From an optimization exercise on the open Yosys and OpenROAD flow, aimed at small area, a short achievable clock period and few clock cycles; shortcuts taken in it are not production practice.
RTL that was checked went through simulation tests only; none was proved equivalent to the original.

==> run a: inputs <==
==> flow/design.v (excerpt) <==
module stupid_NN_layer1(
input clk,
input reset_n,
input waitrequest,
input ready,
input readdatavalid,
input [15:0] readdata,
output chipselect,
output [1:0] byteenable,
output reg done,
output reg read_n,
output reg write_n,
output reg [15:0] writedata,
output [31:0] address
);
localparam [16:0] WB  = 17'h0E249;      
localparam [7:0]  PBH = 8'h52;          
localparam [7:0]  PLH = 8'h83;          
localparam [9:0]  NB  = 10'h151;        
localparam [9:0]  NE  = 10'h151 + 10'd198;
assign chipselect = 1'b1;
assign byteenable = 2'b11;
reg st_boot, st_idle, st_p, st_w, st_wr, st_done;
reg kc;                
reg rq, wq, dr, dr3;
reg wa_done, wb_done;  
reg [16:0] wa;         
reg [7:0]  ph;         
reg [9:0]  na;         
reg [1:0]  ret;        
reg [2:0]  out;        
reg [3:0]  msk;        
reg [4:0]  p0, p1;     
reg pv;                
reg pn;                
reg hd;                
reg [13:0] r0, r1;     
reg [5:0]  ta;         
reg [5:0]  sk;         
reg        skv;
reg [23:1] ad;         
reg wi_q, wn_q;        
wire adv   = (rq | wq) & ~waitrequest;    
wire acc_r = rq & ~waitrequest;
wire rdv   = readdatavalid;
wire timer_end = wa[16] & wa[15] & wa[10] & wa[9] & wa[7] & wa[5];  
wire start = st_idle & ready;
wire node_end = (ph == PLH) & (wa[1:0] == 2'd0);
wire last_pair = (na == NE);
wire cap = out[2] & out[1];
wire pair_done = st_wr & (hd ? wa_done : wb_done);   
wire a_p  = (st_w & kc & ~node_end) | (pair_done & ~last_pair);
  ...
==> module stupid_NN_layer1, before the edit <==
module stupid_NN_layer1(
input clk,
input reset_n,
input waitrequest,
input ready,
input readdatavalid,
input [15:0] readdata,
output chipselect,
output [1:0] byteenable,
output reg done,
output reg read_n,
output reg write_n,
output reg [15:0] writedata,
output [31:0] address
);
localparam [16:0] WB  = 17'h0E249;      
localparam [7:0]  PBH = 8'h52;          
localparam [7:0]  PLH = 8'h83;          
localparam [9:0]  NB  = 10'h151;        
localparam [9:0]  NE  = 10'h151 + 10'd198;
assign chipselect = 1'b1;
assign byteenable = 2'b11;
reg st_boot, st_idle, st_p, st_w, st_wr, st_done;
reg kc;                
reg rq, wq, dr, dr3;
reg wa_done, wb_done;  
reg [16:0] wa;         
reg [7:0]  ph;         
reg [9:0]  na;         
reg [1:0]  ret;        
reg [2:0]  out;        
reg [3:0]  msk;        
reg [4:0]  p0, p1;     
reg pv;                
reg pn;                
reg hd;                
reg [13:0] r0, r1;     
reg [5:0]  ta;         
reg [5:0]  sk;         
reg        skv;
reg [23:1] ad;         
reg wi_q, wn_q;        
wire adv   = (rq | wq) & ~waitrequest;    
wire acc_r = rq & ~waitrequest;
wire rdv   = readdatavalid;
wire timer_end = wa[16] & wa[15] & wa[10] & wa[9] & wa[7] & wa[5];  
wire start = st_idle & ready;
wire node_end = (ph == PLH) & (wa[1:0] == 2'd0);
wire last_pair = (na == NE);
wire cap = out[2] & out[1];
wire pair_done = st_wr & (hd ? wa_done : wb_done);   
wire a_p  = (st_w & kc & ~node_end) | (pair_done & ~last_pair);
wire a_w  = st_p | (st_w & ~kc);
wire a_wr = (st_w & kc & node_end) | (st_wr & ~pair_done);
wire a_done = pair_done & last_pair;
wire [16:0] wa_inc = wa + 17'd1;
wire [16:0] wa_nx  = wa + 17'd196;
wire [7:0]  ph_inc = ph + 8'd1;
wire [9:0]  na_inc = na + 10'd1;
wire [23:1] ad_nx = st_p ? {6'h3C, wi_q ? wa_inc : wn_q ? wa_nx : wa} :
                    (st_w & ~kc) ? {6'h3C, wa_nx} :
                    {13'h0050, (wa[1:0] == 2'd3) ? ph_inc : ph, wa_inc[1:0]};
always @(posedge clk) begin
  if (!reset_n) begin
    st_boot <= 1'b1; st_idle <= 1'b0; st_p <= 1'b0; st_w <= 1'b0; kc <= 1'b0;
    st_wr <= 1'b0; st_done <= 1'b0; rq <= 1'b0; wq <= 1'b0;
    dr <= 1'b0; dr3 <= 1'b0; wa_done <= 1'b0; wb_done <= 1'b0;
    wi_q <= 1'b0; wn_q <= 1'b0;
  end else begin
    st_boot <= st_boot & ~timer_end;
    wi_q <= adv & st_w & kc;
    wn_q <= adv & pair_done;
    st_idle <= (st_idle & ~ready) | (st_done & ~ready) | (st_boot & timer_end);
    st_done <= ready & (adv ? a_done : st_done);
    st_p  <= start | (adv ? a_p : st_p);
    st_w  <= adv ? a_w : st_w;
    kc    <= adv ? st_w & ~kc : kc;
    st_wr <= adv ? a_wr : st_wr;
    rq <= start | (adv ? (a_p | a_w) & ~cap : (st_p | st_w) & ~cap);
    dr <= st_wr & (out == 3'd0);
    dr3 <= st_wr & dr;
    wq <= (adv ? a_wr : st_wr) & dr3 & (hd ? ~wa_done : ~wb_done) & ~(adv & pair_done);
    if (adv & st_wr & ~pair_done) begin
      if (hd) wb_done <= 1'b1; else wa_done <= 1'b1;
    end else if (adv & pair_done) begin
      wa_done <= 1'b0; wb_done <= 1'b0;
    end
  end
end
always @(posedge clk) begin
  if (!reset_n) wa <= 17'd0;
  else if (st_idle) wa <= WB;
  else if (st_boot | wi_q) wa <= wa_inc;
  else if (wn_q) wa <= wa_nx;
  if (st_idle | (wi_q & node_end)) ph <= PBH;
  else if (wi_q & (wa[1:0] == 2'd3)) ph <= ph_inc;
  if (st_idle) na <= NB;
  else if (wn_q) na <= na + 10'd2;
  if (st_idle | (adv & pair_done)) ad <= {13'h0050, PBH, 2'b01};
  else if (st_wr) ad <= {13'h0026, hd ? na : na_inc};
  else if (adv) ad <= ad_nx;
  if (st_idle) ret <= 2'd0;
  else if (rdv) ret <= {ret == 2'd1, ret == 2'd0};
  if (st_boot | st_idle) out <= 3'd0;
  else if (rdv) out <= acc_r ? out : out - 3'd1;
  else out <= acc_r ? out + 3'd1 : out;
end
wire [15:0] ml = readdata & {{4{msk[3]}}, {4{msk[2]}}, {4{msk[1]}}, {4{msk[0]}}};
always @(posedge clk) if (rdv && ret == 2'd0)
  msk <= {|readdata[15:12], |readdata[11:8], |readdata[7:4], |readdata[3:0]};
always @(posedge clk) begin
  p0 <= {ml[3], ml[3:0]} + {ml[7], ml[7:4]};
  p1 <= {ml[11], ml[11:8]} + {ml[15], ml[15:12]};
  pv <= rdv & (ret != 2'd0);
  pn <= ret[1];
end
wire [5:0] term = {p0[4], p0} + {p1[4], p1};
always @(posedge clk) begin
  if (!reset_n) begin hd <= 1'b0; skv <= 1'b0; end
  else begin hd <= ~hd; skv <= pv & (skv | (pn == hd)); end
  sk <= term;
  ta <= skv ? sk : (pv & (pn != hd)) ? term : 6'd0;
  r0 <= r1;
  r1 <= (st_boot | (st_wr & adv)) ? 14'd0 : r0 + {{8{ta[5]}}, ta};
end
always @(*) begin
  done = st_done;
  read_n = ~rq;
  write_n = ~wq;
  writedata = {{2{r0[13]}}, r0};
end
assign address = {8'd0, ad, 1'b0};
endmodule
export LEC_CHECK = 0
export ABC_CLOCK_PERIOD_IN_PS = 2000
export CAP_MARGIN = 20
export CORE_MARGIN = 2
export CORE_UTILIZATION = 40
export CTS_BUF_LIST = sky130_fd_sc_hd__clkbuf_4 sky130_fd_sc_hd__clkbuf_8
export CTS_CLUSTER_DIAMETER = 100
export CTS_CLUSTER_SIZE = 30
export SETUP_SLACK_MARGIN = 3.0
export SLEW_MARGIN = 20
create_clock -name core_clock -period 5.0 [get_ports {clk}]
standard.sh (not shown) runs the stock make flow with config.mk's settings and CLKGATE_MAP_FILE= SYNTH_SCRIPT=/design/flow/synth_recipe.tcl, a recipe that flattens the netlist after the stock synthesis.
==> flow/flow/run.sh <==
#!/bin/bash
set -e
export BUFFER_PORTS_ARGS="-buffer_cell sky130_fd_sc_hd__buf_2"
export CTS_ARGS="-sink_clustering_enable -repair_clock_nets -sink_clustering_size 30 -sink_clustering_max_diameter 100 -buf_list {sky130_fd_sc_hd__clkbuf_4 sky130_fd_sc_hd__clkbuf_8} -dont_use_dummy_load"
bash standard.sh > standard.log 2>&1
==> inputs of run b, as changes to run a <==
==> flow/design.v (replaced) <==
module stupid_NN_layer1(
input clk,
input reset_n,
input waitrequest,
input ready,
input readdatavalid,
input [15:0] readdata,
output chipselect,
output [1:0] byteenable,
output reg done,
output reg read_n,
output reg write_n,
output reg [15:0] writedata,
output [31:0] address
);
localparam [16:0] WB  = 17'h0E249;      
localparam [7:0]  PBH = 8'h52;          
localparam [7:0]  PLH = 8'h83;          
localparam [9:0]  NB  = 10'h151;        
localparam [9:0]  NE  = 10'h151 + 10'd199;
assign chipselect = 1'b1;
assign byteenable = 2'b11;
reg st_boot, st_idle, st_p, st_w, st_wr, st_done;
reg rq, wq, dr;
reg        kc;         
reg [16:0] wa;         
reg [7:0]  ph;         
reg [9:0]  na;         
reg [1:0]  ret;        
reg [2:0]  out;        
reg [3:0]  msk;        
reg [4:0]  p0, p1;     
reg        pv, tv;     
reg [5:0]  term;
reg [13:0] acc0, acc1;  
reg [23:1] ad;         
wire acc_r = rq & ~waitrequest;
wire acc_w = wq & ~waitrequest;
wire rdv   = readdatavalid;
wire timer_end = wa[16] & wa[15] & wa[10] & wa[9] & wa[7] & wa[5];  
wire start = st_idle & ready;
wire node_end = (ph == PLH) & (wa[1:0] == 2'd0);
wire last_node = (na == NE);
wire wlast = st_w & acc_r & kc;
wire n_p = start | (st_p & ~acc_r) | (wlast & ~node_end) | (st_wr & acc_w & kc & ~last_node);
wire n_w = (st_w & ~wlast) | (st_p & acc_r);
wire n_wr = (st_wr & ~(acc_w & kc)) | (wlast & node_end);
wire n_done = (st_done & ready) | (st_wr & acc_w & kc & last_node);
wire n_idle = (st_idle & ~ready) | (st_done & ~ready) | (st_boot & timer_end);
always @(posedge clk) begin
  if (!reset_n) begin
    st_boot <= 1'b1; st_idle <= 1'b0; st_p <= 1'b0; st_w <= 1'b0;
    st_wr <= 1'b0; st_done <= 1'b0; rq <= 1'b0; wq <= 1'b0; dr <= 1'b0;
  end else begin
    st_boot <= st_boot & ~timer_end;
    st_idle <= n_idle;
    st_p <= n_p; st_w <= n_w; st_wr <= n_wr; st_done <= n_done;
    rq <= (n_p | n_w) & ~(out[2] & out[1]);
    dr <= st_wr & (out == 3'd0);
    wq <= n_wr & dr;
  end
end
wire [16:0] wa_inc = wa + 17'd1;
wire [16:0] wa_nx  = wa + 17'd196;      
wire [7:0]  ph_inc = ph + 8'd1;
wire [9:0]  na_inc = na + 10'd1;
wire [2:0]  out_inc = out + 3'd1;
wire [2:0]  out_dec = out - 3'd1;
always @(posedge clk) begin
  if (!reset_n) wa <= 17'd0;
  else if (st_idle) wa <= WB;
  else if (st_boot | wlast) wa <= wa_inc;
  else if (st_wr & acc_w & ~kc) wa <= wa_nx;
  if (st_idle | (wlast & node_end)) ph <= PBH;
  else if (wlast & (wa[1:0] == 2'd3)) ph <= ph_inc;
  if (st_idle) na <= NB;
  else if (acc_w) na <= na_inc;
  if (st_idle) kc <= 1'b0;
  else if ((st_w & acc_r) | acc_w) kc <= ~kc;
  if (st_idle) ret <= 2'd0;
  else if (rdv) ret <= {ret == 2'd1, ret == 2'd0};
  if (st_boot | st_idle) out <= 3'd0;
  else if (acc_r & ~rdv) out <= out_inc;
  else if (rdv & ~acc_r) out <= out_dec;
end
always @(posedge clk) begin
  if (start | (st_wr & acc_w & kc))       ad <= {13'h0050, PBH, 2'b01};
  else if (st_p & acc_r)                  ad <= {6'h3C, wa};
  else if (st_w & acc_r & ~kc)            ad <= {6'h3C, wa_nx};
  else if (wlast & node_end)              ad <= {13'h0026, na};
  else if (wlast)                         ad <= {13'h0050, (wa[1:0] == 2'd3) ? ph_inc : ph, wa_inc[1:0]};
  else if (st_wr & acc_w)                 ad <= {13'h0026, na_inc};
end
always @(posedge clk) if (rdv && ret == 2'd0)
  msk <= {|readdata[15:12], |readdata[11:8], |readdata[7:4], |readdata[3:0]};
wire wv = rdv & (ret != 2'd0);
wire [15:0] ml = readdata & {{4{msk[3]}}, {4{msk[2]}}, {4{msk[1]}}, {4{msk[0]}}};
always @(posedge clk) begin
  pv <= wv;
  tv <= pv;
  p0 <= {ml[3], ml[3:0]} + {ml[7], ml[7:4]};
  p1 <= {ml[11], ml[11:8]} + {ml[15], ml[15:12]};
  term <= {p0[4], p0} + {p1[4], p1};
end
always @(posedge clk) if (tv | acc_w | st_boot) begin
  acc0 <= acc1;
  acc1 <= tv ? acc0 + {{8{term[5]}}, term} : 14'd0;
end
always @(*) begin
  done = st_done;
  read_n = ~rq;
  write_n = ~wq;
  writedata = {{2{acc0[13]}}, acc0};
end
assign address = {8'd0, ad, 1'b0};
endmodule
==> flow/run.sh (new file) <==
#!/bin/bash
# synth_recipe.tcl (not shown) runs the flow's synth.tcl, then flattens the netlist and writes it again
# the make line also repeats each setting of config.mk as NAME=value (left out here)
make -C /OpenROAD-flow-scripts/flow DESIGN_CONFIG=/design/flow/config.mk WORK_HOME=/design/flow/orfs CLKGATE_MAP_FILE= SYNTH_SCRIPT=/design/flow/synth_recipe.tcl finish
removed: flow/flow/run.sh
removed: flow/standard.sh
==> comparison table <==
| item | run a | run b |
|---|---|---|
| Run status | no timing/DRC/antenna violations | no timing/DRC/antenna violations |
| Post-place setup slack | 2.23 ns | 1.55 ns |
| Synth top area share | 0.353 | 0.246 |
| Met1 GRT Util | 0.272 | 0.280 |
| Non-clock buffering overhead | 0.0512 | 0.111 |
| Non-filler instance count after layout | 1090 | 1111 |
| Area of the die | 0.0189 sq mm | 0.0185 sq mm |
| Sum of routed wire segments on met1 | 8650 microns | 8520 microns |
| Slowest stage cell on the critical path | sky130_fd_sc_hd__fa_2 | sky130_fd_sc_hd__edfxtp_1 |
| Shortest clock period the worst path allows after layout | 2.00 ns | 2.29 ns |
| Met3 layer wire length in the routed design | 952 microns | 1210 microns |
| CTS-repair resized insts | 31 | 264 |
| Crit path buf inv count | 0 | 1 |
| Post-synthesis compound-gate area fraction | 0.180 | 0.182 |
| GR Layer Usage met3 | 0.0423 | 0.0406 |
| Share of the core filled with cells | 0.457 | 0.529 |
| Endpoint of the most critical register-to-register path | r1[12] | acc1[8] |
| DR iter-0 viols | 402 | 563 |
Testbench counts of run a, summed over its fixed seeds: cycles 1,434,329.
Only the layout flow was run in run b; the RTL was not checked for function there.

==> static timing again, ports no longer ideal <==
No port has a modelled driver above. Below, the same layouts with a new extraction and two added sets of constraints.
Step 1 (the two cells are an assumption about what drives the block):
set clk [get_ports {clk}]
set_driving_cell -lib_cell sky130_fd_sc_hd__clkbuf_16 $clk
set_driving_cell -lib_cell sky130_fd_sc_hd__buf_2 [delete_from_list [all_inputs] $clk]
Step 2 also shifts input and output timing later by t, the mid clock arrival at the registers, as if the neighbouring blocks saw the same clock.
a / b / c = ideal ports / drivers / drivers and shift; a / b = the first two.
| run | t (ns) | slack for setup (ns) | hold WS [ns] | worst setup path after step 2 | cell pins on the clock port's net |
|---|---|---|---|---|---|
| run a | 0.457 | 2.996 / 2.996 / 2.610 | 0.316 / 0.316 / 0.316 | input to register | 1 |
| run b | 0.503 | 2.707 / 2.689 / 2.456 | 0.328 / 0.328 / 0.328 | input to register | 1 |
After both steps every run listed still meets setup and hold. The setup slack of run a, which loses most, moves by 0.000 ns with the drivers and by -0.386 ns with both steps.
